Background: an optimization exercise with open tools, aiming at small area and a short achievable clock period. Do not read the settings as production practice. The RTL was checked by simulation tests, not by an equivalence proof against the original design. The clock port is modelled as an ideal driver; clocking choices that lean on that would not hold on a real chip.

==> flow/design.v (outline; a module is shown in full before it is edited, if it fits) <==
// module c6288: 603 lines
// module mfa: 4 lines
// module mhan: 4 lines
// module fadd: 576 lines
// module g_aoi21: 3 lines
// module g_inv: 3 lines
// module g_nand2: 3 lines
// module g_nor2: 3 lines
// module g_oai21: 3 lines
// module g_or2: 3 lines
// module g_xnor2: 3 lines
// module g_xor2: 3 lines
// module benc: 4 lines
// module bsel: 3 lines
// module bsel0: 3 lines
module c6288 (clk, reset, N1_wire, N18_wire, N35_wire, N52_wire, N69_wire, N86_wire, N103_wire, N120_wire, N137_wire, N154_wire, N171_wire, N188_wire, N205_wire, N222_wire, N239_wire, N256_wire, N273_wire, N290_wire, N307_wire, N324_wire, N341_wire, N358_wire, N375_wire, N392_wire, N409_wire, N426_wire, N443_wire, N460_wire, N477_wire, N494_wire, N511_wire, N528_wire,
  N545, N1581, N1901, N2223, N2548, N2877, N3211, N3552, N3895, N4241, N4591, N4946, N5308, N5672, N5971, N6123, N6150, N6160, N6170, N6180, N6190, N6200, N6210, N6220, N6230, N6240, N6250, N6260, N6270, N6280, N6288, N6287);
  // ...
==> flow/flow/run.sh <==
#!/bin/bash
# Own layout flow, built on the standard flow (standard.sh):
#  1. the standard synthesis;
#  2. every combinational cell set to the smallest size of its footprint
#     (flow/downsize.py); the resizer upsizes where timing needs it;
#  3. the standard flow up to CTS, with extra ORFS make variables from
#     flow/extra.txt (a setup margin, so that repair_timing works towards a
#     short period rather than only the 14 ns clock; port buffers of buf_1);
#  5. the rest of the standard flow (global route, repair, detailed route).
# Each step's full output goes to a log file of its own in the work folder.
set -euo pipefail
mapfile -t EXTRA < <(grep -v '^#' flow/extra.txt | grep .)
RES=orfs/results/$FLOW_PLATFORM/c6288/base
PLAT=$FLOW_HOME/platforms/$FLOW_PLATFORM
bash standard.sh synth > synth.log 2>&1
python3 flow/downsize.py $PLAT/lib/sky130_fd_sc_hd__tt_025C_1v80.lib $RES/1_2_yosys.v > downsize.log 2>&1
rm -f $RES/1_synth.odb $RES/1_synth.sdc
bash standard.sh cts "${EXTRA[@]}" > place_cts.log 2>&1
RES=$RES SKEW_CELLS="$(cat flow/skew_cells.txt)" LAUNCH_GROUPS=$(cat flow/launch_groups.txt) LAUNCH_CELL=sky130_fd_sc_hd__clkbuf_16 LIB=$PLAT/lib/sky130_fd_sc_hd__tt_025C_1v80.lib PLATFORM_DIR=$PLAT \
  openroad -no_init -exit flow/skew.tcl > skew.log 2>&1
bash standard.sh finish "${EXTRA[@]}" > route.log 2>&1
==> flow/flow/downsize.py <==
#!/usr/bin/env python3
"""Give every combinational cell of the synthesized netlist the smallest size
of its footprint (e.g. a22oi_2 -> a22oi_1); the resizer later upsizes only
where timing needs it. Flip-flops, tie cells and dont-use cells are left as
they are. usage: downsize.py LIB NETLIST"""
import re, sys
lib, net = sys.argv[1], sys.argv[2]
txt = open(lib).read()
cells = {}
for m in re.finditer(r'cell \("(\w+)"\)\s*\{', txt):
    body = txt[m.end():m.end() + 4000]
    fp = re.search(r'cell_footprint : "(\w+)"', body)
    ar = re.search(r'area : ([\d.]+)', body)
    if fp and ar:
        cells[m.group(1)] = (fp.group(1), float(ar.group(1)))
skip = re.compile(r'sky130_fd_sc_hd__(df|dl|sdf|edf|conb|tap|fill|decap|diode|clk|probe|lpflow|buf|inv|bufinv)')
best = {}
for c, (fp, ar) in cells.items():
    if skip.match(c):
        continue
    if fp not in best or ar < cells[best[fp]][1]:
        best[fp] = c
src = open(net).read()
n = [0]
def rep(m):
    c = m.group(1)
    if c in cells and not skip.match(c):
        b = best.get(cells[c][0], c)
        if b != c and cells[b][1] < cells[c][1] - 1e-6:
            n[0] += 1
            return b + m.group(2)
    return m.group(0)
out = re.sub(r'\b(sky130_fd_sc_hd__\w+)(\s+\S+\s*\()', rep, src)
open(net, 'w').write(out)
print(f"downsized {n[0]} cells")
==> flow/flow/extra.txt <==
SETUP_SLACK_MARGIN=9.8
BUFFER_PORTS_ARGS=-buffer_cell sky130_fd_sc_hd__buf_1
TNS_END_PERCENT=0
==> flow/flow/skew.tcl <==
set res $::env(RES)
set cells $::env(SKEW_CELLS)
read_db $res/4_cts.odb
read_liberty $::env(LIB)
read_sdc $res/4_cts.sdc
source $::env(PLATFORM_DIR)/setRC.tcl
set_propagated_clock [all_clocks]
estimate_parasitics -placement
report_clock_skew
set block [ord::get_db_block]
set ng $::env(LAUNCH_GROUPS)
if {$ng > 0} {
  set lst {}
  foreach inst [get_cells {ra* one* two* neg*}] {
    set p [get_pins [get_full_name $inst]/CLK]
    set loc [[sta::sta_to_db_inst $inst] getLocation]
    lappend lst [list [lindex $loc 0] [lindex $loc 1] $p]
  }
  set lst [lsort -integer -index 0 $lst]
  set per [expr {([llength $lst] + $ng - 1) / $ng}]
  for {set g 0} {$g < $ng} {incr g} {
    set sub [lrange $lst [expr {$g*$per}] [expr {$g*$per + $per - 1}]]
    set sx 0; set sy 0; set gp {}
    foreach e $sub { incr sx [lindex $e 0]; incr sy [lindex $e 1]; lappend gp [lindex $e 2] }
    set n [llength $sub]
    insert_buffer -buffer_cell $::env(LAUNCH_CELL) -net clk -load_pins $gp \
      -location [list [expr {$sx/$n/1000.0}] [expr {$sy/$n/1000.0}]] \
      -buffer_name launch_clkbuf_$g -net_name launch_clk_$g -load_pins_on_diff_nets
    puts "launch group $g: $n clock pins"
  }
}
# group rp CLK pins by their clock net
set groups [dict create]
foreach inst [get_cells rp*] {
  set pin [get_pins [get_full_name $inst]/CLK]
  set net [get_full_name [get_nets -of_objects $pin]]
  dict lappend groups $net $pin
}
set block [ord::get_db_block]
set gi 0
foreach net [dict keys $groups] {
  incr gi
  set pins [dict get $groups $net]
  # centroid of the loads
  set sx 0; set sy 0; set n 0
  foreach p $pins {
    set i [sta::sta_to_db_inst [get_cells -of_objects $p]]
    set loc [$i getLocation]
    incr sx [lindex $loc 0]; incr sy [lindex $loc 1]; incr n
  }
  set x [expr {$sx / $n / 1000.0}]; set y [expr {$sy / $n / 1000.0}]
  set curnet $net
  set d 0
  foreach cell $cells {
    incr d
    set bn "rpdly_${gi}_$d"
    insert_buffer -buffer_cell $cell -net $curnet -load_pins $pins -location [list $x $y] -buffer_name $bn -net_name "${bn}_net"
    set curnet [get_full_name [get_nets -of_objects [lindex $pins 0]]]
  }
  puts "net $net: [llength $pins] rp clock pins behind $cells"
}
# remove clock buffers left without loads
set changed 1
while {$changed} {
  set changed 0
  foreach inst [$block getInsts] {
    if {![string match "*clkbuf*" [[$inst getMaster] getName]]} continue
    set out [$inst findITerm X]
    if {$out eq "NULL"} continue
    set net [$out getNet]
    if {$net eq "NULL" || [llength [$net getITerms]] <= 1} {
      puts "remove [$inst getName]"
      odb::dbInst_destroy $inst
      if {$net ne "NULL"} { odb::dbNet_destroy $net }
      set changed 1
      break
    }
  }
}
set_placement_padding -global -left 0 -right 0
detailed_placement
check_placement
estimate_parasitics -placement
report_clock_skew
report_checks -path_delay max -digits 3 -format full_clock_expanded -to [all_outputs]
report_checks -path_delay max -digits 3 -format full_clock_expanded -to [get_pins rp*/D]
report_check_types -max_slew -violators
report_clock_latency
foreach p [get_pins -hierarchical */CLK] { if {[get_property $p slew_max] > 0.11} { puts "slow clock pin [get_full_name $p] [get_property $p slew_max]" } }
write_db $res/4_cts.odb
==> flow/flow/skew_cells.txt <==
sky130_fd_sc_hd__clkbuf_1 sky130_fd_sc_hd__clkbuf_1 sky130_fd_sc_hd__clkbuf_4
==> flow/standard.sh <==
#!/bin/bash
# synth_recipe.tcl (not shown) runs the flow's synth.tcl, then flattens the netlist and writes it again
# the make line also repeats each setting of config.mk as NAME=value (left out here)
make -C /OpenROAD-flow-scripts/flow DESIGN_CONFIG=/design/flow/config.mk WORK_HOME=/design/flow/orfs CLKGATE_MAP_FILE= SYNTH_SCRIPT=/design/flow/synth_recipe.tcl "${@:-finish}"
==> flow/config.mk <==
export PLATFORM = sky130hd
export DESIGN_NAME = c6288
export DESIGN_NICKNAME = c6288
export VERILOG_FILES = /design/flow/design.v
export SDC_FILE = /design/flow/constraint.sdc
export NUM_CORES = 4
export LEC_CHECK = 0
export CAP_MARGIN = 20
export CORE_MARGIN = 2
export CORE_UTILIZATION = 40
export CTS_BUF_LIST = sky130_fd_sc_hd__clkbuf_4 sky130_fd_sc_hd__clkbuf_8
export SLEW_MARGIN = 20
export SYNTH_HIERARCHICAL = 1
==> flow/constraint.sdc <==
create_clock -name core_clock -period 14.0 [get_ports {clk}]
set_input_delay 2.8000 -clock core_clock [delete_from_list [all_inputs] [get_ports {clk}]]
set_output_delay 2.8000 -clock core_clock [all_outputs]
set_load 0.01 [all_outputs]
==> out/results.md, run 1 <==
| Step | Metric | Value |
|---|---|---|
| critical path | Cell with the largest stage delay on the worst path | dfrtp_1 |
| global route | Routing layer with the top usage in global route | met2 |
| finish | Area taken by multi-input logic gates | 0.006212 mm2 |
| clock network | Number of buffers inserted to repair setup after CTS | 15 |
| worst hold path | Worst hold path depth | 3 |
| global route | Pin count of the biggest net entering global routing | 49 |
| timing | Minimum clock period after layout | 3.997 ns |
| finish | Cell kind with the greatest summed area | multi-input gates |
| critical path | R2R cell count | 15 |
| critical path | Slowest stage delay, CP | 0.37 ns |
| critical path | Timing endpoint of the critical path | N6150 |
| critical path | Type of element capturing the critical path | output port |
| clock network | CTS Buffer Depth | 2 |
| timing | Clock Skews | 0.3287 ns |
| drt | Number of design-rule violations left by the first detailed-router iteration | 426 |
| global route | Antenna violations before repair | 0 |
| critical path | Critical Path AT | 1.20 ns |
| timing | RSZ-0062 raised after global routing | false |
| global route | GR Util met3 | 3.735% |
| critical path | Cell class contributing the biggest share of worst-path delay | flip-flops |
| finish | Commonest non-fill, non-tap cells in the layout | 191 x xor2_1, 120 x a22oi_1, 112 x fa_1 |
| finish | Inverters excl. clock | 42 |
| floorplan | Tap cell count | 270 |
| critical path | CP max FO | 1 |
| worst hold path | Min-delay worst type | flip-flop to flip-flop |
| drt | Total number of vias | 6274 |
| finish | Multi-input combinational cell count | 704 |
| drt | Overall routed net length | 20110 um |
| clock network | Clock buffers created by TritonCTS | 9 |
| floorplan | Std-Cell Rows | 52 |
| outcome | Status | no timing/DRC/antenna violations |
| finish | Count of flip-flops and latches | 72 |
| finish | Clock network area share | 3.129% |
| finish | Filler cell count | 2031 |
| clock network | Number of sinks handled by clock tree synthesis | 72 |
==> module c6288, before the edit <==
module c6288 (clk, reset, N1_wire, N18_wire, N35_wire, N52_wire, N69_wire, N86_wire, N103_wire, N120_wire, N137_wire, N154_wire, N171_wire, N188_wire, N205_wire, N222_wire, N239_wire, N256_wire, N273_wire, N290_wire, N307_wire, N324_wire, N341_wire, N358_wire, N375_wire, N392_wire, N409_wire, N426_wire, N443_wire, N460_wire, N477_wire, N494_wire, N511_wire, N528_wire,
  N545, N1581, N1901, N2223, N2548, N2877, N3211, N3552, N3895, N4241, N4591, N4946, N5308, N5672, N5971, N6123, N6150, N6160, N6170, N6180, N6190, N6200, N6210, N6220, N6230, N6240, N6250, N6260, N6270, N6280, N6288, N6287);
  input wire clk, reset;
  input wire N1_wire, N18_wire, N35_wire, N52_wire, N69_wire, N86_wire, N103_wire, N120_wire, N137_wire, N154_wire, N171_wire, N188_wire, N205_wire, N222_wire, N239_wire, N256_wire, N273_wire, N290_wire, N307_wire, N324_wire, N341_wire, N358_wire, N375_wire, N392_wire, N409_wire, N426_wire, N443_wire, N460_wire, N477_wire, N494_wire, N511_wire, N528_wire;
  output wire N545, N1581, N1901, N2223, N2548, N2877, N3211, N3552, N3895, N4241, N4591, N4946, N5308, N5672, N5971, N6123, N6150, N6160, N6170, N6180, N6190, N6200, N6210, N6220, N6230, N6240, N6250, N6260, N6270, N6280, N6288, N6287;
  reg [15:0] ra;
  reg [31:0] rp;
  wire [31:0] p;
  always @(posedge clk or posedge reset)
    if (reset) ra <= 16'd0;
    else ra <= {N256_wire, N239_wire, N222_wire, N205_wire, N188_wire, N171_wire, N154_wire, N137_wire, N120_wire, N103_wire, N86_wire, N69_wire, N52_wire, N35_wire, N18_wire, N1_wire};
  wire [15:0] bin = {N528_wire, N511_wire, N494_wire, N477_wire, N460_wire, N443_wire, N426_wire, N409_wire, N392_wire, N375_wire, N358_wire, N341_wire, N324_wire, N307_wire, N290_wire, N273_wire};
  wire [16:0] bxi = {bin, 1'b0};
  wire [7:0] one_d, two_d;
  reg [7:0] one, two, neg;
  benc u_enc0 (.b2(bxi[2]), .b1(bxi[1]), .b0(bxi[0]), .one(one_d[0]), .two(two_d[0]));
  benc u_enc1 (.b2(bxi[4]), .b1(bxi[3]), .b0(bxi[2]), .one(one_d[1]), .two(two_d[1]));
  benc u_enc2 (.b2(bxi[6]), .b1(bxi[5]), .b0(bxi[4]), .one(one_d[2]), .two(two_d[2]));
  benc u_enc3 (.b2(bxi[8]), .b1(bxi[7]), .b0(bxi[6]), .one(one_d[3]), .two(two_d[3]));
  benc u_enc4 (.b2(bxi[10]), .b1(bxi[9]), .b0(bxi[8]), .one(one_d[4]), .two(two_d[4]));
  benc u_enc5 (.b2(bxi[12]), .b1(bxi[11]), .b0(bxi[10]), .one(one_d[5]), .two(two_d[5]));
  benc u_enc6 (.b2(bxi[14]), .b1(bxi[13]), .b0(bxi[12]), .one(one_d[6]), .two(two_d[6]));
  benc u_enc7 (.b2(bxi[16]), .b1(bxi[15]), .b0(bxi[14]), .one(one_d[7]), .two(two_d[7]));
  always @(posedge clk) begin
    one <= one_d;
    two <= two_d;
    neg <= {bin[15], bin[13], bin[11], bin[9], bin[7], bin[5], bin[3], bin[1]};
  end
  always @(posedge clk or posedge reset)
    if (reset) rp <= 32'd0;
    else rp <= p;
  assign {N6287, N6288, N6280, N6270, N6260, N6250, N6240, N6230, N6220, N6210, N6200, N6190, N6180, N6170, N6160, N6150, N6123, N5971, N5672, N5308, N4946, N4591, N4241, N3895, N3552, N3211, N2877, N2548, N2223, N1901, N1581, N545} = rp;
  wire [17:0] ax = {1'b0, ra, 1'b0};
  wire one0 = one[0], two0 = two[0], neg0 = neg[0];
  wire bp0_0;
  bsel0 u_sel0_0 (.one(one0), .a1(ra[0]), .neg(neg0), .pp(bp0_0));
  wire bp0_1;
  bsel u_sel0_1 (.one(one0), .two(two0), .a1(ra[1]), .a0(ra[0]), .neg(neg0), .pp(bp0_1));
  wire bp0_2;
  bsel u_sel0_2 (.one(one0), .two(two0), .a1(ra[2]), .a0(ra[1]), .neg(neg0), .pp(bp0_2));
  wire bp0_3;
  bsel u_sel0_3 (.one(one0), .two(two0), .a1(ra[3]), .a0(ra[2]), .neg(neg0), .pp(bp0_3));
  wire bp0_4;
  bsel u_sel0_4 (.one(one0), .two(two0), .a1(ra[4]), .a0(ra[3]), .neg(neg0), .pp(bp0_4));
  wire bp0_5;
  bsel u_sel0_5 (.one(one0), .two(two0), .a1(ra[5]), .a0(ra[4]), .neg(neg0), .pp(bp0_5));
  wire bp0_6;
  bsel u_sel0_6 (.one(one0), .two(two0), .a1(ra[6]), .a0(ra[5]), .neg(neg0), .pp(bp0_6));
  wire bp0_7;
  bsel u_sel0_7 (.one(one0), .two(two0), .a1(ra[7]), .a0(ra[6]), .neg(neg0), .pp(bp0_7));
  wire bp0_8;
  bsel u_sel0_8 (.one(one0), .two(two0), .a1(ra[8]), .a0(ra[7]), .neg(neg0), .pp(bp0_8));
  wire bp0_9;
  bsel u_sel0_9 (.one(one0), .two(two0), .a1(ra[9]), .a0(ra[8]), .neg(neg0), .pp(bp0_9));
  wire bp0_10;
  bsel u_sel0_10 (.one(one0), .two(two0), .a1(ra[10]), .a0(ra[9]), .neg(neg0), .pp(bp0_10));
  wire bp0_11;
  bsel u_sel0_11 (.one(one0), .two(two0), .a1(ra[11]), .a0(ra[10]), .neg(neg0), .pp(bp0_11));
  wire bp0_12;
  bsel u_sel0_12 (.one(one0), .two(two0), .a1(ra[12]), .a0(ra[11]), .neg(neg0), .pp(bp0_12));
  wire bp0_13;
  bsel u_sel0_13 (.one(one0), .two(two0), .a1(ra[13]), .a0(ra[12]), .neg(neg0), .pp(bp0_13));
  wire bp0_14;
  bsel u_sel0_14 (.one(one0), .two(two0), .a1(ra[14]), .a0(ra[13]), .neg(neg0), .pp(bp0_14));
  wire bp0_15;
  bsel u_sel0_15 (.one(one0), .two(two0), .a1(ra[15]), .a0(ra[14]), .neg(neg0), .pp(bp0_15));
  wire bp0_16;
  bsel0 u_sel0_16 (.one(two0), .a1(ra[15]), .neg(neg0), .pp(bp0_16));
  wire one1 = one[1], two1 = two[1], neg1 = neg[1];
  wire bp1_0;
  bsel0 u_sel1_0 (.one(one1), .a1(ra[0]), .neg(neg1), .pp(bp1_0));
  wire bp1_1;
  bsel u_sel1_1 (.one(one1), .two(two1), .a1(ra[1]), .a0(ra[0]), .neg(neg1), .pp(bp1_1));
  wire bp1_2;
  bsel u_sel1_2 (.one(one1), .two(two1), .a1(ra[2]), .a0(ra[1]), .neg(neg1), .pp(bp1_2));
  wire bp1_3;
  bsel u_sel1_3 (.one(one1), .two(two1), .a1(ra[3]), .a0(ra[2]), .neg(neg1), .pp(bp1_3));
  wire bp1_4;
  bsel u_sel1_4 (.one(one1), .two(two1), .a1(ra[4]), .a0(ra[3]), .neg(neg1), .pp(bp1_4));
  wire bp1_5;
  bsel u_sel1_5 (.one(one1), .two(two1), .a1(ra[5]), .a0(ra[4]), .neg(neg1), .pp(bp1_5));
  wire bp1_6;
  bsel u_sel1_6 (.one(one1), .two(two1), .a1(ra[6]), .a0(ra[5]), .neg(neg1), .pp(bp1_6));
  wire bp1_7;
  bsel u_sel1_7 (.one(one1), .two(two1), .a1(ra[7]), .a0(ra[6]), .neg(neg1), .pp(bp1_7));
  wire bp1_8;
  bsel u_sel1_8 (.one(one1), .two(two1), .a1(ra[8]), .a0(ra[7]), .neg(neg1), .pp(bp1_8));
  wire bp1_9;
  bsel u_sel1_9 (.one(one1), .two(two1), .a1(ra[9]), .a0(ra[8]), .neg(neg1), .pp(bp1_9));
  wire bp1_10;
  bsel u_sel1_10 (.one(one1), .two(two1), .a1(ra[10]), .a0(ra[9]), .neg(neg1), .pp(bp1_10));
  wire bp1_11;
  bsel u_sel1_11 (.one(one1), .two(two1), .a1(ra[11]), .a0(ra[10]), .neg(neg1), .pp(bp1_11));
  wire bp1_12;
  bsel u_sel1_12 (.one(one1), .two(two1), .a1(ra[12]), .a0(ra[11]), .neg(neg1), .pp(bp1_12));
  wire bp1_13;
  bsel u_sel1_13 (.one(one1), .two(two1), .a1(ra[13]), .a0(ra[12]), .neg(neg1), .pp(bp1_13));
  wire bp1_14;
  bsel u_sel1_14 (.one(one1), .two(two1), .a1(ra[14]), .a0(ra[13]), .neg(neg1), .pp(bp1_14));
  wire bp1_15;
  bsel u_sel1_15 (.one(one1), .two(two1), .a1(ra[15]), .a0(ra[14]), .neg(neg1), .pp(bp1_15));
  wire bp1_16;
  bsel0 u_sel1_16 (.one(two1), .a1(ra[15]), .neg(neg1), .pp(bp1_16));
  wire one2 = one[2], two2 = two[2], neg2 = neg[2];
  wire bp2_0;
  bsel0 u_sel2_0 (.one(one2), .a1(ra[0]), .neg(neg2), .pp(bp2_0));
  wire bp2_1;
  bsel u_sel2_1 (.one(one2), .two(two2), .a1(ra[1]), .a0(ra[0]), .neg(neg2), .pp(bp2_1));
  wire bp2_2;
  bsel u_sel2_2 (.one(one2), .two(two2), .a1(ra[2]), .a0(ra[1]), .neg(neg2), .pp(bp2_2));
  wire bp2_3;
  bsel u_sel2_3 (.one(one2), .two(two2), .a1(ra[3]), .a0(ra[2]), .neg(neg2), .pp(bp2_3));
  wire bp2_4;
  bsel u_sel2_4 (.one(one2), .two(two2), .a1(ra[4]), .a0(ra[3]), .neg(neg2), .pp(bp2_4));
  wire bp2_5;
  bsel u_sel2_5 (.one(one2), .two(two2), .a1(ra[5]), .a0(ra[4]), .neg(neg2), .pp(bp2_5));
  wire bp2_6;
  bsel u_sel2_6 (.one(one2), .two(two2), .a1(ra[6]), .a0(ra[5]), .neg(neg2), .pp(bp2_6));
  wire bp2_7;
  bsel u_sel2_7 (.one(one2), .two(two2), .a1(ra[7]), .a0(ra[6]), .neg(neg2), .pp(bp2_7));
  wire bp2_8;
  bsel u_sel2_8 (.one(one2), .two(two2), .a1(ra[8]), .a0(ra[7]), .neg(neg2), .pp(bp2_8));
  wire bp2_9;
  bsel u_sel2_9 (.one(one2), .two(two2), .a1(ra[9]), .a0(ra[8]), .neg(neg2), .pp(bp2_9));
  wire bp2_10;
  bsel u_sel2_10 (.one(one2), .two(two2), .a1(ra[10]), .a0(ra[9]), .neg(neg2), .pp(bp2_10));
  wire bp2_11;
  bsel u_sel2_11 (.one(one2), .two(two2), .a1(ra[11]), .a0(ra[10]), .neg(neg2), .pp(bp2_11));
  wire bp2_12;
  bsel u_sel2_12 (.one(one2), .two(two2), .a1(ra[12]), .a0(ra[11]), .neg(neg2), .pp(bp2_12));
  wire bp2_13;
  bsel u_sel2_13 (.one(one2), .two(two2), .a1(ra[13]), .a0(ra[12]), .neg(neg2), .pp(bp2_13));
  wire bp2_14;
  bsel u_sel2_14 (.one(one2), .two(two2), .a1(ra[14]), .a0(ra[13]), .neg(neg2), .pp(bp2_14));
  wire bp2_15;
  bsel u_sel2_15 (.one(one2), .two(two2), .a1(ra[15]), .a0(ra[14]), .neg(neg2), .pp(bp2_15));
  wire bp2_16;
  bsel0 u_sel2_16 (.one(two2), .a1(ra[15]), .neg(neg2), .pp(bp2_16));
  wire one3 = one[3], two3 = two[3], neg3 = neg[3];
  wire bp3_0;
  bsel0 u_sel3_0 (.one(one3), .a1(ra[0]), .neg(neg3), .pp(bp3_0));
  wire bp3_1;
  bsel u_sel3_1 (.one(one3), .two(two3), .a1(ra[1]), .a0(ra[0]), .neg(neg3), .pp(bp3_1));
  wire bp3_2;
  bsel u_sel3_2 (.one(one3), .two(two3), .a1(ra[2]), .a0(ra[1]), .neg(neg3), .pp(bp3_2));
  wire bp3_3;
  bsel u_sel3_3 (.one(one3), .two(two3), .a1(ra[3]), .a0(ra[2]), .neg(neg3), .pp(bp3_3));
  wire bp3_4;
  bsel u_sel3_4 (.one(one3), .two(two3), .a1(ra[4]), .a0(ra[3]), .neg(neg3), .pp(bp3_4));
  wire bp3_5;
  bsel u_sel3_5 (.one(one3), .two(two3), .a1(ra[5]), .a0(ra[4]), .neg(neg3), .pp(bp3_5));
  wire bp3_6;
  bsel u_sel3_6 (.one(one3), .two(two3), .a1(ra[6]), .a0(ra[5]), .neg(neg3), .pp(bp3_6));
  wire bp3_7;
  bsel u_sel3_7 (.one(one3), .two(two3), .a1(ra[7]), .a0(ra[6]), .neg(neg3), .pp(bp3_7));
  wire bp3_8;
  bsel u_sel3_8 (.one(one3), .two(two3), .a1(ra[8]), .a0(ra[7]), .neg(neg3), .pp(bp3_8));
  wire bp3_9;
  bsel u_sel3_9 (.one(one3), .two(two3), .a1(ra[9]), .a0(ra[8]), .neg(neg3), .pp(bp3_9));
  wire bp3_10;
  bsel u_sel3_10 (.one(one3), .two(two3), .a1(ra[10]), .a0(ra[9]), .neg(neg3), .pp(bp3_10));
  wire bp3_11;
  bsel u_sel3_11 (.one(one3), .two(two3), .a1(ra[11]), .a0(ra[10]), .neg(neg3), .pp(bp3_11));
  wire bp3_12;
  bsel u_sel3_12 (.one(one3), .two(two3), .a1(ra[12]), .a0(ra[11]), .neg(neg3), .pp(bp3_12));
  wire bp3_13;
  bsel u_sel3_13 (.one(one3), .two(two3), .a1(ra[13]), .a0(ra[12]), .neg(neg3), .pp(bp3_13));
  wire bp3_14;
  bsel u_sel3_14 (.one(one3), .two(two3), .a1(ra[14]), .a0(ra[13]), .neg(neg3), .pp(bp3_14));
  wire bp3_15;
  bsel u_sel3_15 (.one(one3), .two(two3), .a1(ra[15]), .a0(ra[14]), .neg(neg3), .pp(bp3_15));
  wire bp3_16;
  bsel0 u_sel3_16 (.one(two3), .a1(ra[15]), .neg(neg3), .pp(bp3_16));
  wire one4 = one[4], two4 = two[4], neg4 = neg[4];
  wire bp4_0;
  bsel0 u_sel4_0 (.one(one4), .a1(ra[0]), .neg(neg4), .pp(bp4_0));
  wire bp4_1;
  bsel u_sel4_1 (.one(one4), .two(two4), .a1(ra[1]), .a0(ra[0]), .neg(neg4), .pp(bp4_1));
  wire bp4_2;
  bsel u_sel4_2 (.one(one4), .two(two4), .a1(ra[2]), .a0(ra[1]), .neg(neg4), .pp(bp4_2));
  wire bp4_3;
  bsel u_sel4_3 (.one(one4), .two(two4), .a1(ra[3]), .a0(ra[2]), .neg(neg4), .pp(bp4_3));
  wire bp4_4;
  bsel u_sel4_4 (.one(one4), .two(two4), .a1(ra[4]), .a0(ra[3]), .neg(neg4), .pp(bp4_4));
  wire bp4_5;
  bsel u_sel4_5 (.one(one4), .two(two4), .a1(ra[5]), .a0(ra[4]), .neg(neg4), .pp(bp4_5));
  wire bp4_6;
  bsel u_sel4_6 (.one(one4), .two(two4), .a1(ra[6]), .a0(ra[5]), .neg(neg4), .pp(bp4_6));
  wire bp4_7;
  bsel u_sel4_7 (.one(one4), .two(two4), .a1(ra[7]), .a0(ra[6]), .neg(neg4), .pp(bp4_7));
  wire bp4_8;
  bsel u_sel4_8 (.one(one4), .two(two4), .a1(ra[8]), .a0(ra[7]), .neg(neg4), .pp(bp4_8));
  wire bp4_9;
  bsel u_sel4_9 (.one(one4), .two(two4), .a1(ra[9]), .a0(ra[8]), .neg(neg4), .pp(bp4_9));
  wire bp4_10;
  bsel u_sel4_10 (.one(one4), .two(two4), .a1(ra[10]), .a0(ra[9]), .neg(neg4), .pp(bp4_10));
  wire bp4_11;
  bsel u_sel4_11 (.one(one4), .two(two4), .a1(ra[11]), .a0(ra[10]), .neg(neg4), .pp(bp4_11));
  wire bp4_12;
  bsel u_sel4_12 (.one(one4), .two(two4), .a1(ra[12]), .a0(ra[11]), .neg(neg4), .pp(bp4_12));
  wire bp4_13;
  bsel u_sel4_13 (.one(one4), .two(two4), .a1(ra[13]), .a0(ra[12]), .neg(neg4), .pp(bp4_13));
  wire bp4_14;
  bsel u_sel4_14 (.one(one4), .two(two4), .a1(ra[14]), .a0(ra[13]), .neg(neg4), .pp(bp4_14));
  wire bp4_15;
  bsel u_sel4_15 (.one(one4), .two(two4), .a1(ra[15]), .a0(ra[14]), .neg(neg4), .pp(bp4_15));
  wire bp4_16;
  bsel0 u_sel4_16 (.one(two4), .a1(ra[15]), .neg(neg4), .pp(bp4_16));
  wire one5 = one[5], two5 = two[5], neg5 = neg[5];
  wire bp5_0;
  bsel0 u_sel5_0 (.one(one5), .a1(ra[0]), .neg(neg5), .pp(bp5_0));
  wire bp5_1;
  bsel u_sel5_1 (.one(one5), .two(two5), .a1(ra[1]), .a0(ra[0]), .neg(neg5), .pp(bp5_1));
  wire bp5_2;
  bsel u_sel5_2 (.one(one5), .two(two5), .a1(ra[2]), .a0(ra[1]), .neg(neg5), .pp(bp5_2));
  wire bp5_3;
  bsel u_sel5_3 (.one(one5), .two(two5), .a1(ra[3]), .a0(ra[2]), .neg(neg5), .pp(bp5_3));
  wire bp5_4;
  bsel u_sel5_4 (.one(one5), .two(two5), .a1(ra[4]), .a0(ra[3]), .neg(neg5), .pp(bp5_4));
  wire bp5_5;
  bsel u_sel5_5 (.one(one5), .two(two5), .a1(ra[5]), .a0(ra[4]), .neg(neg5), .pp(bp5_5));
  wire bp5_6;
  bsel u_sel5_6 (.one(one5), .two(two5), .a1(ra[6]), .a0(ra[5]), .neg(neg5), .pp(bp5_6));
  wire bp5_7;
  bsel u_sel5_7 (.one(one5), .two(two5), .a1(ra[7]), .a0(ra[6]), .neg(neg5), .pp(bp5_7));
  wire bp5_8;
  bsel u_sel5_8 (.one(one5), .two(two5), .a1(ra[8]), .a0(ra[7]), .neg(neg5), .pp(bp5_8));
  wire bp5_9;
  bsel u_sel5_9 (.one(one5), .two(two5), .a1(ra[9]), .a0(ra[8]), .neg(neg5), .pp(bp5_9));
  wire bp5_10;
  bsel u_sel5_10 (.one(one5), .two(two5), .a1(ra[10]), .a0(ra[9]), .neg(neg5), .pp(bp5_10));
  wire bp5_11;
  bsel u_sel5_11 (.one(one5), .two(two5), .a1(ra[11]), .a0(ra[10]), .neg(neg5), .pp(bp5_11));
  wire bp5_12;
  bsel u_sel5_12 (.one(one5), .two(two5), .a1(ra[12]), .a0(ra[11]), .neg(neg5), .pp(bp5_12));
  wire bp5_13;
  bsel u_sel5_13 (.one(one5), .two(two5), .a1(ra[13]), .a0(ra[12]), .neg(neg5), .pp(bp5_13));
  wire bp5_14;
  bsel u_sel5_14 (.one(one5), .two(two5), .a1(ra[14]), .a0(ra[13]), .neg(neg5), .pp(bp5_14));
  wire bp5_15;
  bsel u_sel5_15 (.one(one5), .two(two5), .a1(ra[15]), .a0(ra[14]), .neg(neg5), .pp(bp5_15));
  wire bp5_16;
  bsel0 u_sel5_16 (.one(two5), .a1(ra[15]), .neg(neg5), .pp(bp5_16));
  wire one6 = one[6], two6 = two[6], neg6 = neg[6];
  wire bp6_0;
  bsel0 u_sel6_0 (.one(one6), .a1(ra[0]), .neg(neg6), .pp(bp6_0));
  wire bp6_1;
  bsel u_sel6_1 (.one(one6), .two(two6), .a1(ra[1]), .a0(ra[0]), .neg(neg6), .pp(bp6_1));
  wire bp6_2;
  bsel u_sel6_2 (.one(one6), .two(two6), .a1(ra[2]), .a0(ra[1]), .neg(neg6), .pp(bp6_2));
  wire bp6_3;
  bsel u_sel6_3 (.one(one6), .two(two6), .a1(ra[3]), .a0(ra[2]), .neg(neg6), .pp(bp6_3));
  wire bp6_4;
  bsel u_sel6_4 (.one(one6), .two(two6), .a1(ra[4]), .a0(ra[3]), .neg(neg6), .pp(bp6_4));
  wire bp6_5;
  bsel u_sel6_5 (.one(one6), .two(two6), .a1(ra[5]), .a0(ra[4]), .neg(neg6), .pp(bp6_5));
  wire bp6_6;
  bsel u_sel6_6 (.one(one6), .two(two6), .a1(ra[6]), .a0(ra[5]), .neg(neg6), .pp(bp6_6));
  wire bp6_7;
  bsel u_sel6_7 (.one(one6), .two(two6), .a1(ra[7]), .a0(ra[6]), .neg(neg6), .pp(bp6_7));
  wire bp6_8;
  bsel u_sel6_8 (.one(one6), .two(two6), .a1(ra[8]), .a0(ra[7]), .neg(neg6), .pp(bp6_8));
  wire bp6_9;
  bsel u_sel6_9 (.one(one6), .two(two6), .a1(ra[9]), .a0(ra[8]), .neg(neg6), .pp(bp6_9));
  wire bp6_10;
  bsel u_sel6_10 (.one(one6), .two(two6), .a1(ra[10]), .a0(ra[9]), .neg(neg6), .pp(bp6_10));
  wire bp6_11;
  bsel u_sel6_11 (.one(one6), .two(two6), .a1(ra[11]), .a0(ra[10]), .neg(neg6), .pp(bp6_11));
  wire bp6_12;
  bsel u_sel6_12 (.one(one6), .two(two6), .a1(ra[12]), .a0(ra[11]), .neg(neg6), .pp(bp6_12));
  wire bp6_13;
  bsel u_sel6_13 (.one(one6), .two(two6), .a1(ra[13]), .a0(ra[12]), .neg(neg6), .pp(bp6_13));
  wire bp6_14;
  bsel u_sel6_14 (.one(one6), .two(two6), .a1(ra[14]), .a0(ra[13]), .neg(neg6), .pp(bp6_14));
  wire bp6_15;
  bsel u_sel6_15 (.one(one6), .two(two6), .a1(ra[15]), .a0(ra[14]), .neg(neg6), .pp(bp6_15));
  wire bp6_16;
  bsel0 u_sel6_16 (.one(two6), .a1(ra[15]), .neg(neg6), .pp(bp6_16));
  wire one7 = one[7], two7 = two[7], neg7 = neg[7];
  wire bp7_0;
  bsel0 u_sel7_0 (.one(one7), .a1(ra[0]), .neg(neg7), .pp(bp7_0));
  wire bp7_1;
  bsel u_sel7_1 (.one(one7), .two(two7), .a1(ra[1]), .a0(ra[0]), .neg(neg7), .pp(bp7_1));
  wire bp7_2;
  bsel u_sel7_2 (.one(one7), .two(two7), .a1(ra[2]), .a0(ra[1]), .neg(neg7), .pp(bp7_2));
  wire bp7_3;
  bsel u_sel7_3 (.one(one7), .two(two7), .a1(ra[3]), .a0(ra[2]), .neg(neg7), .pp(bp7_3));
  wire bp7_4;
  bsel u_sel7_4 (.one(one7), .two(two7), .a1(ra[4]), .a0(ra[3]), .neg(neg7), .pp(bp7_4));
  wire bp7_5;
  bsel u_sel7_5 (.one(one7), .two(two7), .a1(ra[5]), .a0(ra[4]), .neg(neg7), .pp(bp7_5));
  wire bp7_6;
  bsel u_sel7_6 (.one(one7), .two(two7), .a1(ra[6]), .a0(ra[5]), .neg(neg7), .pp(bp7_6));
  wire bp7_7;
  bsel u_sel7_7 (.one(one7), .two(two7), .a1(ra[7]), .a0(ra[6]), .neg(neg7), .pp(bp7_7));
  wire bp7_8;
  bsel u_sel7_8 (.one(one7), .two(two7), .a1(ra[8]), .a0(ra[7]), .neg(neg7), .pp(bp7_8));
  wire bp7_9;
  bsel u_sel7_9 (.one(one7), .two(two7), .a1(ra[9]), .a0(ra[8]), .neg(neg7), .pp(bp7_9));
  wire bp7_10;
  bsel u_sel7_10 (.one(one7), .two(two7), .a1(ra[10]), .a0(ra[9]), .neg(neg7), .pp(bp7_10));
  wire bp7_11;
  bsel u_sel7_11 (.one(one7), .two(two7), .a1(ra[11]), .a0(ra[10]), .neg(neg7), .pp(bp7_11));
  wire bp7_12;
  bsel u_sel7_12 (.one(one7), .two(two7), .a1(ra[12]), .a0(ra[11]), .neg(neg7), .pp(bp7_12));
  wire bp7_13;
  bsel u_sel7_13 (.one(one7), .two(two7), .a1(ra[13]), .a0(ra[12]), .neg(neg7), .pp(bp7_13));
  wire bp7_14;
  bsel u_sel7_14 (.one(one7), .two(two7), .a1(ra[14]), .a0(ra[13]), .neg(neg7), .pp(bp7_14));
  wire bp7_15;
  bsel u_sel7_15 (.one(one7), .two(two7), .a1(ra[15]), .a0(ra[14]), .neg(neg7), .pp(bp7_15));
  wire bp7_16;
  bsel0 u_sel7_16 (.one(two7), .a1(ra[15]), .neg(neg7), .pp(bp7_16));
  wire pp0_1 = ~(neg0);
  wire pp2_5 = ~(neg1);
  wire pp4_11 = ~(neg2);
  wire pp6_19 = ~(neg3);
  wire pp8_29 = ~(neg4);
  wire pp10_41 = ~(neg5);
  wire pp12_55 = ~(neg6);
  wire pp14_71 = ~(neg7);
  wire pp16_88 = ~((ra[0] & neg[7]));
  wire pp17_96 = ~((ra[1] & neg[7]));
  wire pp17_97 = ~(~~neg0);
  wire pp18_105 = ~((ra[2] & neg[7]));
  wire pp18_106 = ~(~~neg0);
  wire pp19_107 = ~(~neg1);
  wire pp19_114 = ~((ra[3] & neg[7]));
  wire pp19_115 = ~(~neg0);
  wire pp20_121 = ~((ra[4] & neg[7]));
  wire pp21_123 = ~(~neg2);
  wire pp21_129 = ~((ra[5] & neg[7]));
  wire pp22_135 = ~((ra[6] & neg[7]));
  wire pp23_137 = ~(~neg3);
  wire pp23_142 = ~((ra[7] & neg[7]));
  wire pp24_147 = ~((ra[8] & neg[7]));
  wire pp25_149 = ~(~neg4);
  wire pp25_153 = ~((ra[9] & neg[7]));
  wire pp26_157 = ~((ra[10] & neg[7]));
  wire pp27_159 = ~(~neg5);
  wire pp27_162 = ~((ra[11] & neg[7]));
  wire pp28_165 = ~((ra[12] & neg[7]));
  wire pp29_167 = ~(~neg6);
  wire pp29_169 = ~((ra[13] & neg[7]));
  wire pp30_171 = ~((ra[14] & neg[7]));
  wire pp31_173 = ~(~neg7);
  wire pp31_174 = ~((ra[15] & neg[7]));
  wire hs0, hc0;
  mhan u_ha0 (.a(pp10_41), .b(bp0_10), .s(hs0), .co(hc0));
  wire hs1, hc1;
  mhan u_ha1 (.a(bp0_11), .b(bp1_9), .s(hs1), .co(hc1));
  wire s0, c0;
  mfa u_fa0 (.a(pp12_55), .b(bp0_12), .c(bp1_10), .s(s0), .co(c0));
  wire hs2, hc2;
  mhan u_ha2 (.a(bp2_8), .b(bp3_6), .s(hs2), .co(hc2));
  wire s1, c1;
  mfa u_fa1 (.a(bp0_13), .b(bp1_11), .c(bp2_9), .s(s1), .co(c1));
  wire hs3, hc3;
  mhan u_ha3 (.a(bp3_7), .b(bp4_5), .s(hs3), .co(hc3));
  wire s2, c2;
  mfa u_fa2 (.a(pp14_71), .b(bp0_14), .c(bp1_12), .s(s2), .co(c2));
  wire s3, c3;
  mfa u_fa3 (.a(bp2_10), .b(bp3_8), .c(bp4_6), .s(s3), .co(c3));
  wire hs4, hc4;
  mhan u_ha4 (.a(bp5_4), .b(bp6_2), .s(hs4), .co(hc4));
  wire s4, c4;
  mfa u_fa4 (.a(bp0_15), .b(bp1_13), .c(bp2_11), .s(s4), .co(c4));
  wire s5, c5;
  mfa u_fa5 (.a(bp3_9), .b(bp4_7), .c(bp5_5), .s(s5), .co(c5));
  wire hs5, hc5;
  mhan u_ha5 (.a(bp6_3), .b(bp7_1), .s(hs5), .co(hc5));
  wire s6, c6;
  mfa u_fa6 (.a(pp16_88), .b(bp0_16), .c(bp1_14), .s(s6), .co(c6));
  wire s7, c7;
  mfa u_fa7 (.a(bp2_12), .b(bp3_10), .c(bp4_8), .s(s7), .co(c7));
  wire s8, c8;
  mfa u_fa8 (.a(bp5_6), .b(bp6_4), .c(bp7_2), .s(s8), .co(c8));
  wire s9, c9;
  mfa u_fa9 (.a(pp17_96), .b(pp17_97), .c(bp1_15), .s(s9), .co(c9));
  wire s10, c10;
  mfa u_fa10 (.a(bp2_13), .b(bp3_11), .c(bp4_9), .s(s10), .co(c10));
  wire s11, c11;
  mfa u_fa11 (.a(bp5_7), .b(bp6_5), .c(bp7_3), .s(s11), .co(c11));
  wire s12, c12;
  mfa u_fa12 (.a(pp18_105), .b(pp18_106), .c(bp1_16), .s(s12), .co(c12));
  wire s13, c13;
  mfa u_fa13 (.a(bp2_14), .b(bp3_12), .c(bp4_10), .s(s13), .co(c13));
  wire s14, c14;
  mfa u_fa14 (.a(bp5_8), .b(bp6_6), .c(bp7_4), .s(s14), .co(c14));
  wire s15, c15;
  mfa u_fa15 (.a(pp19_114), .b(pp19_107), .c(pp19_115), .s(s15), .co(c15));
  wire s16, c16;
  mfa u_fa16 (.a(bp2_15), .b(bp3_13), .c(bp4_11), .s(s16), .co(c16));
  wire s17, c17;
  mfa u_fa17 (.a(bp5_9), .b(bp6_7), .c(bp7_5), .s(s17), .co(c17));
  wire s18, c18;
  mfa u_fa18 (.a(pp20_121), .b(bp2_16), .c(bp3_14), .s(s18), .co(c18));
  wire s19, c19;
  mfa u_fa19 (.a(bp4_12), .b(bp5_10), .c(bp7_6), .s(s19), .co(c19));
  wire s20, c20;
  mfa u_fa20 (.a(pp21_129), .b(pp21_123), .c(bp3_15), .s(s20), .co(c20));
  wire s21, c21;
  mfa u_fa21 (.a(bp4_13), .b(bp5_11), .c(bp6_8), .s(s21), .co(c21));
  wire s22, c22;
  mfa u_fa22 (.a(pp22_135), .b(bp3_16), .c(bp4_14), .s(s22), .co(c22));
  wire s23, c23;
  mfa u_fa23 (.a(pp23_142), .b(pp23_137), .c(bp4_15), .s(s23), .co(c23));
  wire hs6, hc6;
  mhan u_ha6 (.a(pp6_19), .b(bp0_6), .s(hs6), .co(hc6));
  wire hs7, hc7;
  mhan u_ha7 (.a(bp0_7), .b(bp1_5), .s(hs7), .co(hc7));
  wire s24, c24;
  mfa u_fa24 (.a(pp8_29), .b(bp0_8), .c(bp1_6), .s(s24), .co(c24));
  wire hs8, hc8;
  mhan u_ha8 (.a(bp2_4), .b(bp3_2), .s(hs8), .co(hc8));
  wire s25, c25;
  mfa u_fa25 (.a(bp0_9), .b(bp1_7), .c(bp2_5), .s(s25), .co(c25));
  wire hs9, hc9;
  mhan u_ha9 (.a(bp3_3), .b(bp4_1), .s(hs9), .co(hc9));
  wire s26, c26;
  mfa u_fa26 (.a(bp1_8), .b(bp2_6), .c(bp3_4), .s(s26), .co(c26));
  wire s27, c27;
  mfa u_fa27 (.a(bp4_2), .b(bp5_0), .c(hs0), .s(s27), .co(c27));
  wire s28, c28;
  mfa u_fa28 (.a(bp2_7), .b(bp3_5), .c(bp4_3), .s(s28), .co(c28));
  wire s29, c29;
  mfa u_fa29 (.a(bp5_1), .b(hc0), .c(hs1), .s(s29), .co(c29));
  wire s30, c30;
  mfa u_fa30 (.a(bp4_4), .b(bp5_2), .c(bp6_0), .s(s30), .co(c30));
  wire s31, c31;
  mfa u_fa31 (.a(hc1), .b(hs2), .c(s0), .s(s31), .co(c31));
  wire s32, c32;
  mfa u_fa32 (.a(bp5_3), .b(bp6_1), .c(hc2), .s(s32), .co(c32));
  wire s33, c33;
  mfa u_fa33 (.a(hs3), .b(c0), .c(s1), .s(s33), .co(c33));
  wire s34, c34;
  mfa u_fa34 (.a(bp7_0), .b(hc3), .c(hs4), .s(s34), .co(c34));
  wire s35, c35;
  mfa u_fa35 (.a(c1), .b(s2), .c(s3), .s(s35), .co(c35));
  wire s36, c36;
  mfa u_fa36 (.a(hc4), .b(hs5), .c(c2), .s(s36), .co(c36));
  wire s37, c37;
  mfa u_fa37 (.a(c3), .b(s4), .c(s5), .s(s37), .co(c37));
  wire s38, c38;
  mfa u_fa38 (.a(hc5), .b(c4), .c(c5), .s(s38), .co(c38));
  wire s39, c39;
  mfa u_fa39 (.a(s6), .b(s7), .c(s8), .s(s39), .co(c39));
  wire s40, c40;
  mfa u_fa40 (.a(c6), .b(c7), .c(c8), .s(s40), .co(c40));
  wire s41, c41;
  mfa u_fa41 (.a(s10), .b(s11), .c(s9), .s(s41), .co(c41));
  wire s42, c42;
  mfa u_fa42 (.a(c10), .b(c11), .c(c9), .s(s42), .co(c42));
  wire s43, c43;
  mfa u_fa43 (.a(s12), .b(s13), .c(s14), .s(s43), .co(c43));
  wire s44, c44;
  mfa u_fa44 (.a(s15), .b(c12), .c(c13), .s(s44), .co(c44));
  wire s45, c45;
  mfa u_fa45 (.a(c14), .b(s16), .c(s17), .s(s45), .co(c45));
  wire s46, c46;
  mfa u_fa46 (.a(~bp6_8), .b(c15), .c(c16), .s(s46), .co(c46));
  wire s47, c47;
  mfa u_fa47 (.a(c17), .b(s18), .c(s19), .s(s47), .co(c47));
  wire s48, c48;
  mfa u_fa48 (.a(bp6_9), .b(bp7_7), .c(c18), .s(s48), .co(c48));
  wire s49, c49;
  mfa u_fa49 (.a(c19), .b(s20), .c(s21), .s(s49), .co(c49));
  wire s50, c50;
  mfa u_fa50 (.a(bp5_12), .b(bp6_10), .c(~bp7_8), .s(s50), .co(c50));
  wire s51, c51;
  mfa u_fa51 (.a(c20), .b(c21), .c(s22), .s(s51), .co(c51));
  wire s52, c52;
  mfa u_fa52 (.a(bp5_13), .b(bp6_11), .c(bp7_8), .s(s52), .co(c52));
  wire s53, c53;
  mfa u_fa53 (.a(bp7_9), .b(c22), .c(s23), .s(s53), .co(c53));
  wire s54, c54;
  mfa u_fa54 (.a(pp24_147), .b(bp5_14), .c(bp6_12), .s(s54), .co(c54));
  wire s55, c55;
  mfa u_fa55 (.a(bp7_10), .b(~bp4_16), .c(c23), .s(s55), .co(c55));
  wire s56, c56;
  mfa u_fa56 (.a(pp25_153), .b(pp25_149), .c(bp4_16), .s(s56), .co(c56));
  wire s57, c57;
  mfa u_fa57 (.a(bp5_15), .b(bp6_13), .c(bp7_11), .s(s57), .co(c57));
  wire s58, c58;
  mfa u_fa58 (.a(pp26_157), .b(bp6_14), .c(bp7_12), .s(s58), .co(c58));
  wire s59, c59;
  mfa u_fa59 (.a(pp27_162), .b(pp27_159), .c(bp5_16), .s(s59), .co(c59));
  wire hs10, hc10;
  mhan u_ha10 (.a(pp4_11), .b(bp0_4), .s(hs10), .co(hc10));
  wire hs11, hc11;
  mhan u_ha11 (.a(bp0_5), .b(bp1_3), .s(hs11), .co(hc11));
  wire s60, c60;
  mfa u_fa60 (.a(bp1_4), .b(bp2_2), .c(bp3_0), .s(s60), .co(c60));
  wire s61, c61;
  mfa u_fa61 (.a(bp2_3), .b(bp3_1), .c(hc6), .s(s61), .co(c61));
  wire s62, c62;
  mfa u_fa62 (.a(bp4_0), .b(hc7), .c(hs8), .s(s62), .co(c62));
  wire s63, c63;
  mfa u_fa63 (.a(hc8), .b(hs9), .c(c24), .s(s63), .co(c63));
  wire s64, c64;
  mfa u_fa64 (.a(hc9), .b(c25), .c(s26), .s(s64), .co(c64));
  wire s65, c65;
  mfa u_fa65 (.a(c26), .b(s28), .c(c27), .s(s65), .co(c65));
  wire s66, c66;
  mfa u_fa66 (.a(c28), .b(s30), .c(c29), .s(s66), .co(c66));
  wire s67, c67;
  mfa u_fa67 (.a(c30), .b(s32), .c(c31), .s(s67), .co(c67));
  wire s68, c68;
  mfa u_fa68 (.a(c32), .b(s34), .c(c33), .s(s68), .co(c68));
  wire s69, c69;
  mfa u_fa69 (.a(c34), .b(c35), .c(s36), .s(s69), .co(c69));
  wire s70, c70;
  mfa u_fa70 (.a(c36), .b(c37), .c(s38), .s(s70), .co(c70));
  wire s71, c71;
  mfa u_fa71 (.a(c38), .b(c39), .c(s40), .s(s71), .co(c71));
  wire s72, c72;
  mfa u_fa72 (.a(c40), .b(c41), .c(s42), .s(s72), .co(c72));
  wire s73, c73;
  mfa u_fa73 (.a(c42), .b(c43), .c(s44), .s(s73), .co(c73));
  wire s74, c74;
  mfa u_fa74 (.a(c44), .b(c45), .c(s46), .s(s74), .co(c74));
  wire s75, c75;
  mfa u_fa75 (.a(c46), .b(c47), .c(s48), .s(s75), .co(c75));
  wire s76, c76;
  mfa u_fa76 (.a(s50), .b(c48), .c(c49), .s(s76), .co(c76));
  wire s77, c77;
  mfa u_fa77 (.a(c50), .b(s52), .c(c51), .s(s77), .co(c77));
  wire s78, c78;
  mfa u_fa78 (.a(c52), .b(s54), .c(c53), .s(s78), .co(c78));
  wire s79, c79;
  mfa u_fa79 (.a(c54), .b(s56), .c(s57), .s(s79), .co(c79));
  wire s80, c80;
  mfa u_fa80 (.a(~bp5_16), .b(c56), .c(c57), .s(s80), .co(c80));
  wire s81, c81;
  mfa u_fa81 (.a(bp6_15), .b(bp7_13), .c(c58), .s(s81), .co(c81));
  wire s82, c82;
  mfa u_fa82 (.a(pp28_165), .b(bp7_14), .c(~bp6_16), .s(s82), .co(c82));
  wire s83, c83;
  mfa u_fa83 (.a(pp29_169), .b(pp29_167), .c(bp6_16), .s(s83), .co(c83));
  wire hs12, hc12;
  mhan u_ha12 (.a(pp2_5), .b(bp0_2), .s(hs12), .co(hc12));
  wire hs13, hc13;
  mhan u_ha13 (.a(bp0_3), .b(bp1_1), .s(hs13), .co(hc13));
  wire s84, c84;
  mfa u_fa84 (.a(bp1_2), .b(bp2_0), .c(hs10), .s(s84), .co(c84));
  wire s85, c85;
  mfa u_fa85 (.a(bp2_1), .b(hc10), .c(hs11), .s(s85), .co(c85));
  wire s86, c86;
  mfa u_fa86 (.a(hc11), .b(hs6), .c(s60), .s(s86), .co(c86));
  wire s87, c87;
  mfa u_fa87 (.a(hs7), .b(c60), .c(s61), .s(s87), .co(c87));
  wire s88, c88;
  mfa u_fa88 (.a(s24), .b(c61), .c(s62), .s(s88), .co(c88));
  wire s89, c89;
  mfa u_fa89 (.a(s25), .b(c62), .c(s63), .s(s89), .co(c89));
  wire s90, c90;
  mfa u_fa90 (.a(s27), .b(c63), .c(s64), .s(s90), .co(c90));
  wire s91, c91;
  mfa u_fa91 (.a(s29), .b(c64), .c(s65), .s(s91), .co(c91));
  wire s92, c92;
  mfa u_fa92 (.a(s31), .b(c65), .c(s66), .s(s92), .co(c92));
  wire s93, c93;
  mfa u_fa93 (.a(s33), .b(c66), .c(s67), .s(s93), .co(c93));
  wire s94, c94;
  mfa u_fa94 (.a(s35), .b(c67), .c(s68), .s(s94), .co(c94));
  wire s95, c95;
  mfa u_fa95 (.a(s37), .b(c68), .c(s69), .s(s95), .co(c95));
  wire s96, c96;
  mfa u_fa96 (.a(s39), .b(c69), .c(s70), .s(s96), .co(c96));
  wire s97, c97;
  mfa u_fa97 (.a(s41), .b(c70), .c(s71), .s(s97), .co(c97));
  wire s98, c98;
  mfa u_fa98 (.a(s43), .b(c71), .c(s72), .s(s98), .co(c98));
  wire s99, c99;
  mfa u_fa99 (.a(s45), .b(c72), .c(s73), .s(s99), .co(c99));
  wire s100, c100;
  mfa u_fa100 (.a(s47), .b(c73), .c(s74), .s(s100), .co(c100));
  wire s101, c101;
  mfa u_fa101 (.a(s49), .b(c74), .c(s75), .s(s101), .co(c101));
  wire s102, c102;
  mfa u_fa102 (.a(s51), .b(c75), .c(s76), .s(s102), .co(c102));
  wire s103, c103;
  mfa u_fa103 (.a(s53), .b(c76), .c(s77), .s(s103), .co(c103));
  wire s104, c104;
  mfa u_fa104 (.a(s55), .b(c77), .c(s78), .s(s104), .co(c104));
  wire s105, c105;
  mfa u_fa105 (.a(c55), .b(s79), .c(c78), .s(s105), .co(c105));
  wire s106, c106;
  mfa u_fa106 (.a(s58), .b(c79), .c(s80), .s(s106), .co(c106));
  wire s107, c107;
  mfa u_fa107 (.a(s59), .b(c80), .c(s81), .s(s107), .co(c107));
  wire s108, c108;
  mfa u_fa108 (.a(c59), .b(s82), .c(c81), .s(s108), .co(c108));
  wire s109, c109;
  mfa u_fa109 (.a(bp7_15), .b(c82), .c(s83), .s(s109), .co(c109));
  wire s110, c110;
  mfa u_fa110 (.a(pp30_171), .b(~bp7_16), .c(c83), .s(s110), .co(c110));
  wire s111, c111;
  mfa u_fa111 (.a(pp31_174), .b(pp31_173), .c(bp7_16), .s(s111), .co(c111));
  wire [31:0] opx = {s111, c109, s109, s108, c106, s106, c104, c103, c102, c101, c100, c99, c98, c97, c96, c95, c94, c93, c92, c91, c90, c89, c88, c87, c86, c85, c84, hc13, hc12, bp1_0, bp0_1, pp0_1};
  wire [31:0] opy = {c110, s110, c108, c107, s107, c105, s105, s104, s103, s102, s101, s100, s99, s98, s97, s96, s95, s94, s93, s92, s91, s90, s89, s88, s87, s86, s85, s84, hs13, hs12, 1'b1, bp0_0};
  fadd u_add (.x(opx), .y(opy), .p(p));
endmodule
==> run 2: changes to the inputs <==
--- a/flow/design.v
+++ b/flow/design.v
@@ -26,5 +26,7 @@
     two <= two_d;
-    neg <= {bin[15], bin[13], bin[11], bin[9], bin[7], bin[5], bin[3], bin[1]};
   end
   always @(posedge clk or posedge reset)
+    if (reset) neg <= 8'd0;
+    else neg <= {bin[15], bin[13], bin[11], bin[9], bin[7], bin[5], bin[3], bin[1]};
+  always @(posedge clk or posedge reset)
     if (reset) rp <= 32'd0;
@@ -323,5 +325,5 @@
   wire pp17_96 = ~((ra[1] & neg[7]));
-  wire pp17_97 = ~(~~neg0);
+  wire pp17_97 = ~(~(~neg0));
   wire pp18_105 = ~((ra[2] & neg[7]));
-  wire pp18_106 = ~(~~neg0);
+  wire pp18_106 = ~(~(~neg0));
   wire pp19_107 = ~(~neg1);
@@ -460,3 +462,3 @@
   wire s46, c46;
-  mfa u_fa46 (.a(~bp6_8), .b(c15), .c(c16), .s(s46), .co(c46));
+  mfa u_fa46 (.a(~(bp6_8)), .b(c15), .c(c16), .s(s46), .co(c46));
   wire s47, c47;
@@ -468,3 +470,3 @@
   wire s50, c50;
-  mfa u_fa50 (.a(bp5_12), .b(bp6_10), .c(~bp7_8), .s(s50), .co(c50));
+  mfa u_fa50 (.a(bp5_12), .b(bp6_10), .c(~(bp7_8)), .s(s50), .co(c50));
   wire s51, c51;
@@ -478,3 +480,3 @@
   wire s55, c55;
-  mfa u_fa55 (.a(bp7_10), .b(~bp4_16), .c(c23), .s(s55), .co(c55));
+  mfa u_fa55 (.a(bp7_10), .b(~(bp4_16)), .c(c23), .s(s55), .co(c55));
   wire s56, c56;
@@ -532,3 +534,3 @@
   wire s80, c80;
-  mfa u_fa80 (.a(~bp5_16), .b(c56), .c(c57), .s(s80), .co(c80));
+  mfa u_fa80 (.a(~(bp5_16)), .b(c56), .c(c57), .s(s80), .co(c80));
   wire s81, c81;
@@ -536,3 +538,3 @@
   wire s82, c82;
-  mfa u_fa82 (.a(pp28_165), .b(bp7_14), .c(~bp6_16), .s(s82), .co(c82));
+  mfa u_fa82 (.a(pp28_165), .b(bp7_14), .c(~(bp6_16)), .s(s82), .co(c82));
   wire s83, c83;
@@ -596,3 +598,3 @@
   wire s110, c110;
-  mfa u_fa110 (.a(pp30_171), .b(~bp7_16), .c(c83), .s(s110), .co(c110));
+  mfa u_fa110 (.a(pp30_171), .b(~(bp7_16)), .c(c83), .s(s110), .co(c110));
   wire s111, c111;
==> flow/flow/launch_groups.txt (new file) <==
2
==> flow/flow/skew_cells.txt (replaced) <==
sky130_fd_sc_hd__clkbuf_4
==> run 2 against run 1 <==
Hold slack got worse by 0.013 ns. Design area rose by 1.6%. Non-clock buffer count rose by 8. Register-to-register slack improved by 0.08 ns. First-iteration DRC count rose by 44%. Clock skew rose by 0.044 ns. Highest routed layer unchanged. Still clean on timing, DRC and antenna. Core utilization rose by 0.71 points.
==> out/results.md, run 2 <==
| Step | Metric | Value | Change |
|---|---|---|---|
| outcome | Status | no timing/DRC/antenna violations | unchanged |
| clock network | Clock-pin slew of the registers on the worst-case setup and hold paths | 0.08 ns | about the same |
| critical path | Type of element capturing the critical path | flip-flop | was output port |
| critical path | R2R cell count | 13 | was 15 |
| finish | Number of cells in the finished layout apart from fillers | 1200 | was 1201 |
| synthesis | Number of instances in the synthesized netlist | 850 | unchanged |
| finish | Total number of nets in the final design | 1071 | was 1072 |
| critical path | CP Class | flip-flop to flip-flop | was flip-flop to output port |
| critical path | R2r setup slk | 10.12 ns | was 10.04 ns |
| drt | First-pass detailed-route iteration total | 5 | was 7 |
| drt | Routed met2 length | 9647 um | was 9829 um |
| drt | Mean number of vias per cell | 5.258 | was 5.224 |
| place | Buffers added on ports | 65 | unchanged |
| timing | Period utilisation layout | 27.74% | was 28.55% |
| drt | Total number of vias | 6310 | was 6274 |
| global route | Total GRT Usage | 19.76% | about the same |
| timing | Transition time at the pin with the least slew margin | 0.7870 ns | was 0.6660 ns |
| timing | Number of max-slew violations in the final report | 0 | unchanged |
| critical path | Cell with the largest stage delay on the worst path | dfrtp_1 | unchanged |
| timing | Setup TNS Final | 0 ns | unchanged |
| floorplan | Initial core utilization | 40.99% | was 40.80% |
| drt | Number of design-rule violations left by the first detailed-router iteration | 613 | was 426 |
| critical path | Slowest stage delay, CP | 0.78 ns | was 0.37 ns |
| synthesis | Number of warning messages in the yosys log | 7 | unchanged |
| timing | Final Hold Violating Endpoints | 0 | unchanged |
| finish | Commonest non-fill, non-tap cells in the layout | 191 x xor2_1, 119 x a22oi_1, 111 x fa_1 | was 191 x xor2_1, 120 x a22oi_1, 112 x fa_1 |
| timing | RSZ-0062 raised after global routing | false | unchanged |
| global route | Remaining global-route overflow | 0 | unchanged |
| floorplan | Std-Cell Rows | 52 | unchanged |
| drt | Number of DRC violations after detailed routing | 0 | unchanged |
| floorplan | Area of the die | 0.02197 mm2 | was 0.02187 mm2 |
| timing | Highest achievable clock rate | 257.4 MHz | was 250.2 MHz |
| global route | Pin count of the biggest net entering global routing | 57 | was 49 |
| synthesis | Syn Std Cell Area | 0.008322 mm2 | was 0.008282 mm2 |
| finish | Largest Register | rp | unchanged |
| critical path | Kind of launch point of the worst setup path | flip-flop | unchanged |
| critical path | R2r startpoint | ra[0] | was ra[7] |
| timing | Setup violations, final | 0 | unchanged |
| drt | Max layer used | met4 | unchanged |
| critical path | Chain of cells forming the critical path | nand2_1 > fa_1 > fa_1 > fa_1 > fa_1 > nand2_1 > a21oi_2 > o21ai_2 > a21oi_2 > buf_4 > o21ai_1 > a21oi_1 > xnor2_1 | was buf_1 |
| finish | Leading cell type in the layout, fill and taps excluded | xor2_1 | unchanged |
| finish | Share of layout cells above drive strength 1 | 10.32% | was 9.130% |
| critical path | Critical Path AT | 4.30 ns | was 1.20 ns |
| place | Placement-stage cell area | 0.008686 mm2 | was 0.008641 mm2 |
| critical path | Most frequent cell on the critical path | fa_1 |  |
| clock network | Number of sinks handled by clock tree synthesis | 72 | unchanged |
| place | Number of instances in the placed design | 1157 | was 1155 |
| clock network | Insertion delay of the later-clocked pin in the worst-skew pair | 0.51 ns | was 0.69 ns |
| critical path | Origin of the worst setup path | ra[0] | was rp[16] |
| global route | Antenna violations before repair | 0 | unchanged |
| drt | Detail Route Antenna Nets | 0 | unchanged |
| synthesis | Mean instance size in the synthesized netlist | 9.790 um2 | was 9.743 um2 |
| clock network | Clock root buffer | clkbuf_8 | unchanged |
| timing | Max-slew headroom at the worst pin | 47.53% | was 55.60% |
| drt | Met3 routed wirelength | 1137 um | was 1353 um |
| finish | Cell area after layout | 0.009263 mm2 | was 0.009117 mm2 |
| place | RePlAce Congestion | 0.8818 | was 0.8821 |
| floorplan | Ports | 66 | unchanged |
| clock network | Number of levels in the clock H-tree | 3 | unchanged |
| finish | Flip-flop count of the largest register, all copies and words added | 32 | unchanged |
| clock network | Post-CTS Hold Fix Bufs | 0 | unchanged |
| finish | Synthesis-to-layout area growth | 11.31% | was 10.09% |
| drt | Post-DR wirelength/cell | 16.42 um | was 16.74 um |
| global route | Wire length of the first global-routing pass | 33330 um | was 34130 um |
| drt | M1 WL | 8207 um | was 8360 um |
| timing | Minimum clock period after layout | 3.884 ns | was 3.997 ns |
| timing | Clock Skews | 0.3728 ns | was 0.3287 ns |
| worst hold path | Min-delay worst type | flip-flop to flip-flop | unchanged |
| clock network | TritonCTS clock tree | built | unchanged |
| critical path | Timing endpoint of the critical path | rp[26] | was N6150 |
| worst hold path | Worst hold start | one[0] | unchanged |
| critical path | R2r endpoint | rp[26] | unchanged |
| finish | Antenna diode instance count | 0 | unchanged |
| run | Max-cap violations | 0 | unchanged |
| clock network | Clock buffers created by TritonCTS | 9 | unchanged |
| critical path | CP max FO | 17 | was 1 |
| finish | Top flop regs | rp: 32 flops, ra: 16 flops | unchanged |
| critical path | Required time of the critical path | 14.41 ns | was 11.20 ns |
| place | Half-perimeter wire length of the detailed placement result | 14440 um | was 14400 um |
| floorplan | Horizontal die dimension | 148.2 um | was 147.9 um |
| floorplan | Total core area | 0.02030 mm2 | unchanged |
| global route | Number of global-route vias before repair | 6505 | was 6680 |
| clock network | CTS Buffer Depth | 2 | unchanged |
| floorplan | Die height | 148.2 um | was 147.9 um |
| drt | Overall routed net length | 19700 um | was 20110 um |
[run 2: what timing repair did]
| action | 4_1_cts | 5_1_grt |
|---|---|---|
| buffers inserted | 21 | 0 |
| endpoints found under the setup margin | 16 | 0 |
| gates resized for setup | 51 | 0 |
[run 2: layer usage]
metal	up-vias	global-route usage (%)
li1	2968	-
met3	46	3.190
met4	0	8.762
met1	3073	26.07
met5	-	0
met2	223	32.22
[run 2: cell type report]
class	count	area (um2)
clock inverter	7	102.6
timing repair buffer	90	456.7
clock buffer	15	197.7
multi-input combinational	704	6227
tap	270	337.8
fill	1962	11040
inverter	42	163.9
sequential	72	1777
[run 2: worst min-delay path by stage]
stage,to,slack (ns),cells past startpoint
after floorplan,rp[0],0.88,4
after global placement,rp[0],0.93,3
after detailed placement,rp[0],0.92,3
after CTS,rp[0],0.81,3
after global routing,rp[0],0.54,3
final,rp[0],0.51,3
[run 2: per-stage QoR]
step	hold WS (ns)	setup WS, ns	utilization [%]
2_1_floorplan	0.8845	9.709	-
3_3_place_gp	0.9255	9.080	42.79
3_5_place_dp	0.9173	9.006	42.79
4_1_cts	0.8136	9.792	45.27
5_1_grt	0.5431	9.848	45.63
6_report	0.5148	10.12	45.63
[run 2: critical path, delay by kind of cell (launching register included)]
kind,cells,cell delay (ns)
AO/OA/AOI/OAI,5,0.74
XOR/XNOR,1,0.15
adder cells (fa/ha/maj),4,2.04
buffers and inverters,1,0.15
flip-flops,1,0.78
AND/OR/NAND/NOR,2,0.26

==> what the ideal ports hide <==
The results above use ideal ports. As a check the final layouts listed here were re-extracted and re-timed, cells and wires unchanged. Step 1: set_driving_cell puts a clkbuf_16 on clk and a buf_2 on each other input, an assumption about the parent block. Step 2, shift: input delay + t, output delay - t, t = (earliest + latest rising clock arrival at the registers) / 2. This alone moves slack from input paths to output paths. Three values: ideal ports, drivers, drivers and shift; two values: the first two.
run	t (ns)	slack for setup (ns)	hold slack, ns	clock arrival spread, ns
run 1	0.565	10.003 / 9.968 / 10.042	0.527 / 0.527 / 0.527	0.328 / 0.328
run 2	0.392	10.116 / 10.112 / 10.116	0.515 / 0.515 / 0.515	0.373 / 0.373
In run 1 and run 2 the clock reaches the registers at very different times; t lies between them, and the last value is a rough guide only.
